From an optimization exercise on the open Yosys and OpenROAD flow, aimed at a short achievable clock period and few clock cycles per item; shortcuts taken in it are not production practice.
Only simulation tests tie the RTL to the original design; equivalence was not proved.
Power is estimated from default activity; no workload was simulated.

Design top_RISCV, start of the top module:
module top_RISCV #(
    parameter n = 10,
    parameter m = 32
)(
    input wire clk,
    input wire rst,
    output wire [n-1:0] addr,
    output wire [m-1:0] write_data,
    output wire memwr,
    input wire [31:0] read_data,
    output wire [31:0] PC,
    input wire [31:0] instr
);
For scale: roughly 11,000 cells after synthesis, roughly 1,300 flip-flops, roughly 140 I/O pins, about 81,000 um^2 of cells after synthesis.
clock: 10.0 ns
lec_check: 0
cap_margin: 20
core_margin: 2
core_utilization: 45
setup_slack_margin: 5
slew_margin: 20
standard.sh (not shown) runs the stock make flow with config.mk's settings and CLKGATE_MAP_FILE= SYNTH_SCRIPT=/design/flow/synth_recipe.tcl, a recipe that flattens the netlist after the stock synthesis.
==> flow/flow/run.sh <==
#!/bin/bash
# Layout flow: the standard ORFS flow (standard.sh) with these changes:
#  - synthesis maps the logic with abc using flow/abc_fast.script, which maps
#    every path for delay (the standard script recovers area on paths abc
#    thinks are short, which is most of the paths from the input ports),
#    without the slow 4-high-stack gates listed in flow/abc_dont_use.txt;
#  - no full/half adder cells (ADDER_MAP_FILE empty): the adders, written as
#    prefix adders in the RTL, go to abc as plain logic;
#  - repair_timing aims at a tighter setup margin than the 5 ns that the
#    settings list allows, so it keeps working down to a ~3.5 ns period;
#  - the port buffers are buf_4 cells (buffer_ports otherwise picks a
#    clock-delay buffer, which repair may only swap for other delay cells).
# Registers, constraints, floorplan, CTS and routing are standard.sh's.
# make's full output goes to flow_make.log here; ORFS keeps each step's log
# under orfs/logs/.
set -euo pipefail
WD=$(pwd)
MARGIN=${FLOW_SETUP_MARGIN:-6.8}
sed "s|@WD@|$WD|g" flow/synth_wrap.tcl > flow_synth.tcl
grep -q 'SYNTH_SCRIPT=[^ ]*synth_recipe.tcl' standard.sh
grep -q '"${@:-finish}"' standard.sh
sed -e "s|SYNTH_SCRIPT=[^ ]*synth_recipe.tcl|SYNTH_SCRIPT=$WD/flow_synth.tcl|" \
    -e "s|\"\${@:-finish}\"|SETUP_SLACK_MARGIN=${MARGIN} ADDER_MAP_FILE= BUFFER_PORTS_ARGS=\"-buffer_cell sky130_fd_sc_hd__buf_4\" \"\${@:-finish}\"|" \
    standard.sh > flow_standard.sh
grep -q "SETUP_SLACK_MARGIN=${MARGIN} ADDER_MAP_FILE=" flow_standard.sh
grep -q "SYNTH_SCRIPT=$WD/flow_synth.tcl" flow_standard.sh
bash flow_standard.sh "$@" > flow_make.log 2>&1
==> flow/flow/abc_dont_use.txt <==
sky130_fd_sc_hd__a2111o_1
sky130_fd_sc_hd__a2111o_2
sky130_fd_sc_hd__a2111o_4
sky130_fd_sc_hd__a2111oi_0
sky130_fd_sc_hd__a2111oi_1
sky130_fd_sc_hd__a2111oi_2
sky130_fd_sc_hd__a2111oi_4
sky130_fd_sc_hd__a41o_1
sky130_fd_sc_hd__a41o_2
sky130_fd_sc_hd__a41o_4
sky130_fd_sc_hd__a41oi_1
sky130_fd_sc_hd__a41oi_2
sky130_fd_sc_hd__a41oi_4
sky130_fd_sc_hd__nor4_1
sky130_fd_sc_hd__nor4_2
sky130_fd_sc_hd__nor4_4
sky130_fd_sc_hd__nor4b_1
sky130_fd_sc_hd__nor4b_2
sky130_fd_sc_hd__nor4b_4
sky130_fd_sc_hd__nor4bb_1
sky130_fd_sc_hd__nor4bb_2
sky130_fd_sc_hd__nor4bb_4
sky130_fd_sc_hd__o2111a_1
sky130_fd_sc_hd__o2111a_2
sky130_fd_sc_hd__o2111a_4
sky130_fd_sc_hd__o2111ai_1
sky130_fd_sc_hd__o2111ai_2
sky130_fd_sc_hd__o2111ai_4
sky130_fd_sc_hd__o41a_1
sky130_fd_sc_hd__o41a_2
sky130_fd_sc_hd__o41a_4
sky130_fd_sc_hd__o41ai_1
sky130_fd_sc_hd__o41ai_2
sky130_fd_sc_hd__o41ai_4
sky130_fd_sc_hd__or4_1
sky130_fd_sc_hd__or4_2
sky130_fd_sc_hd__or4_4
sky130_fd_sc_hd__or4b_1
sky130_fd_sc_hd__or4b_2
sky130_fd_sc_hd__or4b_4
sky130_fd_sc_hd__or4bb_1
sky130_fd_sc_hd__or4bb_2
sky130_fd_sc_hd__or4bb_4
Other scripts of this flow, unchanged in this note and not shown: flow/flow/abc_fast.script, flow/flow/synth_wrap.tcl
The first run passed the timing, DRC and antenna checks.
Testbench counts at the start, summed over its fixed seeds: cycles 22,016, instrs 21,298.
Rerun with:
--- a/flow/flow/run.sh
+++ b/flow/flow/run.sh
@@ -4,5 +4,6 @@
 #    every path for delay (the standard script recovers area on paths abc
 #    thinks are short, which is most of the paths from the input ports),
-#    without the slow 4-high-stack gates listed in flow/abc_dont_use.txt;
+#    without the slow 4-high-stack gates and the weakest (_0, _1) sizes
+#    listed in flow/abc_dont_use.txt;
 #  - no full/half adder cells (ADDER_MAP_FILE empty): the adders, written as
 #    prefix adders in the RTL, go to abc as plain logic;
--- a/flow/flow/abc_dont_use.txt
+++ b/flow/flow/abc_dont_use.txt
@@ -6,4 +6,24 @@
 sky130_fd_sc_hd__a2111oi_2
 sky130_fd_sc_hd__a2111oi_4
+sky130_fd_sc_hd__a211o_1
+sky130_fd_sc_hd__a211oi_1
+sky130_fd_sc_hd__a21bo_1
+sky130_fd_sc_hd__a21boi_0
+sky130_fd_sc_hd__a21boi_1
+sky130_fd_sc_hd__a21o_1
+sky130_fd_sc_hd__a21oi_1
+sky130_fd_sc_hd__a221o_1
+sky130_fd_sc_hd__a221oi_1
+sky130_fd_sc_hd__a222oi_1
+sky130_fd_sc_hd__a22o_1
+sky130_fd_sc_hd__a22oi_1
+sky130_fd_sc_hd__a2bb2o_1
+sky130_fd_sc_hd__a2bb2oi_1
+sky130_fd_sc_hd__a311o_1
+sky130_fd_sc_hd__a311oi_1
+sky130_fd_sc_hd__a31o_1
+sky130_fd_sc_hd__a31oi_1
+sky130_fd_sc_hd__a32o_1
+sky130_fd_sc_hd__a32oi_1
 sky130_fd_sc_hd__a41o_1
 sky130_fd_sc_hd__a41o_2
@@ -12,4 +32,33 @@
 sky130_fd_sc_hd__a41oi_2
 sky130_fd_sc_hd__a41oi_4
+sky130_fd_sc_hd__and2_0
+sky130_fd_sc_hd__and2_1
+sky130_fd_sc_hd__and2b_1
+sky130_fd_sc_hd__and3_1
+sky130_fd_sc_hd__and3b_1
+sky130_fd_sc_hd__and4_1
+sky130_fd_sc_hd__and4b_1
+sky130_fd_sc_hd__and4bb_1
+sky130_fd_sc_hd__fa_1
+sky130_fd_sc_hd__fah_1
+sky130_fd_sc_hd__fahcin_1
+sky130_fd_sc_hd__fahcon_1
+sky130_fd_sc_hd__ha_1
+sky130_fd_sc_hd__inv_1
+sky130_fd_sc_hd__maj3_1
+sky130_fd_sc_hd__mux2_1
+sky130_fd_sc_hd__mux2i_1
+sky130_fd_sc_hd__mux4_1
+sky130_fd_sc_hd__nand2_1
+sky130_fd_sc_hd__nand2b_1
+sky130_fd_sc_hd__nand3_1
+sky130_fd_sc_hd__nand3b_1
+sky130_fd_sc_hd__nand4_1
+sky130_fd_sc_hd__nand4b_1
+sky130_fd_sc_hd__nand4bb_1
+sky130_fd_sc_hd__nor2_1
+sky130_fd_sc_hd__nor2b_1
+sky130_fd_sc_hd__nor3_1
+sky130_fd_sc_hd__nor3b_1
 sky130_fd_sc_hd__nor4_1
 sky130_fd_sc_hd__nor4_2
@@ -27,4 +76,24 @@
 sky130_fd_sc_hd__o2111ai_2
 sky130_fd_sc_hd__o2111ai_4
+sky130_fd_sc_hd__o211a_1
+sky130_fd_sc_hd__o211ai_1
+sky130_fd_sc_hd__o21a_1
+sky130_fd_sc_hd__o21ai_0
+sky130_fd_sc_hd__o21ai_1
+sky130_fd_sc_hd__o21ba_1
+sky130_fd_sc_hd__o21bai_1
+sky130_fd_sc_hd__o221a_1
+sky130_fd_sc_hd__o221ai_1
+sky130_fd_sc_hd__o22a_1
+sky130_fd_sc_hd__o22ai_1
+sky130_fd_sc_hd__o2bb2a_1
+sky130_fd_sc_hd__o2bb2ai_1
+sky130_fd_sc_hd__o311a_1
+sky130_fd_sc_hd__o311ai_0
+sky130_fd_sc_hd__o311ai_1
+sky130_fd_sc_hd__o31a_1
+sky130_fd_sc_hd__o31ai_1
+sky130_fd_sc_hd__o32a_1
+sky130_fd_sc_hd__o32ai_1
 sky130_fd_sc_hd__o41a_1
 sky130_fd_sc_hd__o41a_2
@@ -33,4 +102,9 @@
 sky130_fd_sc_hd__o41ai_2
 sky130_fd_sc_hd__o41ai_4
+sky130_fd_sc_hd__or2_0
+sky130_fd_sc_hd__or2_1
+sky130_fd_sc_hd__or2b_1
+sky130_fd_sc_hd__or3_1
+sky130_fd_sc_hd__or3b_1
 sky130_fd_sc_hd__or4_1
 sky130_fd_sc_hd__or4_2
@@ -42,2 +116,7 @@
 sky130_fd_sc_hd__or4bb_2
 sky130_fd_sc_hd__or4bb_4
+sky130_fd_sc_hd__sdlclkp_1
+sky130_fd_sc_hd__xnor2_1
+sky130_fd_sc_hd__xnor3_1
+sky130_fd_sc_hd__xor2_1
+sky130_fd_sc_hd__xor3_1
CORE_UTILIZATION = 40   (was 45)
=> Via count is lower by roughly a tenth; cell area grows by a quarter to a third; die area goes up by well over a third; power increases by about a fifth.
Rerun with:
--- a/flow/flow/run.sh
+++ b/flow/flow/run.sh
@@ -4,6 +4,5 @@
 #    every path for delay (the standard script recovers area on paths abc
 #    thinks are short, which is most of the paths from the input ports),
-#    without the slow 4-high-stack gates and the weakest (_0, _1) sizes
-#    listed in flow/abc_dont_use.txt;
+#    without the slow 4-high-stack gates listed in flow/abc_dont_use.txt;
 #  - no full/half adder cells (ADDER_MAP_FILE empty): the adders, written as
 #    prefix adders in the RTL, go to abc as plain logic;
@@ -17,5 +16,5 @@
 set -euo pipefail
 WD=$(pwd)
-MARGIN=${FLOW_SETUP_MARGIN:-6.8}
+MARGIN=${FLOW_SETUP_MARGIN:-7.0}
 sed "s|@WD@|$WD|g" flow/synth_wrap.tcl > flow_synth.tcl
 grep -q 'SYNTH_SCRIPT=[^ ]*synth_recipe.tcl' standard.sh
==> flow/flow/abc_dont_use.txt (replaced) <==
sky130_fd_sc_hd__a2111o_1
sky130_fd_sc_hd__a2111o_2
sky130_fd_sc_hd__a2111o_4
sky130_fd_sc_hd__a2111oi_0
sky130_fd_sc_hd__a2111oi_1
sky130_fd_sc_hd__a2111oi_2
sky130_fd_sc_hd__a2111oi_4
sky130_fd_sc_hd__a41o_1
sky130_fd_sc_hd__a41o_2
sky130_fd_sc_hd__a41o_4
sky130_fd_sc_hd__a41oi_1
sky130_fd_sc_hd__a41oi_2
sky130_fd_sc_hd__a41oi_4
sky130_fd_sc_hd__nor4_1
sky130_fd_sc_hd__nor4_2
sky130_fd_sc_hd__nor4_4
sky130_fd_sc_hd__nor4b_1
sky130_fd_sc_hd__nor4b_2
sky130_fd_sc_hd__nor4b_4
sky130_fd_sc_hd__nor4bb_1
sky130_fd_sc_hd__nor4bb_2
sky130_fd_sc_hd__nor4bb_4
sky130_fd_sc_hd__o2111a_1
sky130_fd_sc_hd__o2111a_2
sky130_fd_sc_hd__o2111a_4
sky130_fd_sc_hd__o2111ai_1
sky130_fd_sc_hd__o2111ai_2
sky130_fd_sc_hd__o2111ai_4
sky130_fd_sc_hd__o41a_1
sky130_fd_sc_hd__o41a_2
sky130_fd_sc_hd__o41a_4
sky130_fd_sc_hd__o41ai_1
sky130_fd_sc_hd__o41ai_2
sky130_fd_sc_hd__o41ai_4
sky130_fd_sc_hd__or4_1
sky130_fd_sc_hd__or4_2
sky130_fd_sc_hd__or4_4
sky130_fd_sc_hd__or4b_1
sky130_fd_sc_hd__or4b_2
sky130_fd_sc_hd__or4b_4
sky130_fd_sc_hd__or4bb_1
sky130_fd_sc_hd__or4bb_2
sky130_fd_sc_hd__or4bb_4
=> Routed wire length goes up by a few percent; cell area goes down by roughly a tenth; cell count goes up by about a fifth.
Rerun with:
--- a/flow/flow/run.sh
+++ b/flow/flow/run.sh
@@ -9,5 +9,5 @@
 #  - repair_timing aims at a tighter setup margin than the 5 ns that the
 #    settings list allows, so it keeps working down to a ~3.5 ns period;
-#  - the port buffers are buf_4 cells (buffer_ports otherwise picks a
+#  - the port buffers are buf_8 cells (buffer_ports otherwise picks a
 #    clock-delay buffer, which repair may only swap for other delay cells).
 # Registers, constraints, floorplan, CTS and routing are standard.sh's.
@@ -16,10 +16,10 @@
 set -euo pipefail
 WD=$(pwd)
-MARGIN=${FLOW_SETUP_MARGIN:-7.0}
+MARGIN=${FLOW_SETUP_MARGIN:-6.8}
 sed "s|@WD@|$WD|g" flow/synth_wrap.tcl > flow_synth.tcl
 grep -q 'SYNTH_SCRIPT=[^ ]*synth_recipe.tcl' standard.sh
 grep -q '"${@:-finish}"' standard.sh
 sed -e "s|SYNTH_SCRIPT=[^ ]*synth_recipe.tcl|SYNTH_SCRIPT=$WD/flow_synth.tcl|" \
-    -e "s|\"\${@:-finish}\"|SETUP_SLACK_MARGIN=${MARGIN} ADDER_MAP_FILE= BUFFER_PORTS_ARGS=\"-buffer_cell sky130_fd_sc_hd__buf_4\" \"\${@:-finish}\"|" \
+    -e "s|\"\${@:-finish}\"|SETUP_SLACK_MARGIN=${MARGIN} ADDER_MAP_FILE= BUFFER_PORTS_ARGS=\"-buffer_cell sky130_fd_sc_hd__buf_8\" \"\${@:-finish}\"|" \
     standard.sh > flow_standard.sh
 grep -q "SETUP_SLACK_MARGIN=${MARGIN} ADDER_MAP_FILE=" flow_standard.sh
After rerunning: Utilization went down by 3.7 points; power went down by 4.0%; clock power went down by about 1%; synthesized area does not change; wire length went down by 7.4%; register-to-register slack improves by 0.02 ns; via count went down by about 5%; count of clock-buffer cells in the layout went down by 6; maximum frequency stays flat; sequential power stays flat.

## port drivers added, routing unchanged
The flow's constraints put no driver on any port. The routed layouts listed below were extracted and timed again, unchanged, in two steps.
Step 1 (the two cells are an assumption about what drives the block):
set clk [get_ports {clk}]
set_driving_cell -lib_cell sky130_fd_sc_hd__clkbuf_16 $clk
set_driving_cell -lib_cell sky130_fd_sc_hd__buf_2 [delete_from_list [all_inputs] $clk]
Step 2 adds t to the input delays and takes it off the output delays; t is the mean of the earliest and latest rising clock arrival at the registers after step 1. Input paths then give back, and output paths get back, about the clock's delay inside the block.
a / b / c = ideal / step 1 / step 2; a / b = the first two.
run | t (ns) | slack for setup (ns) | worst data-port slew with drivers (ns) | pins driven straight from the clock port
the first run | 0.934 | 6.138 / 6.138 / 5.220 | 0.41 | 1
the second run | 0.953 | 6.332 / 6.158 / 5.206 | 0.36 | 1
the third run | 0.952 | 6.429 / 6.136 / 5.184 | 0.50 | 1
the fourth run | 0.932 | 6.432 / 6.233 / 5.301 | 0.40 | 1
After both steps every run listed still meets setup and hold. For the third run, which loses most, drivers alone change the setup slack by -0.293 ns; drivers and shift together by -1.245 ns.
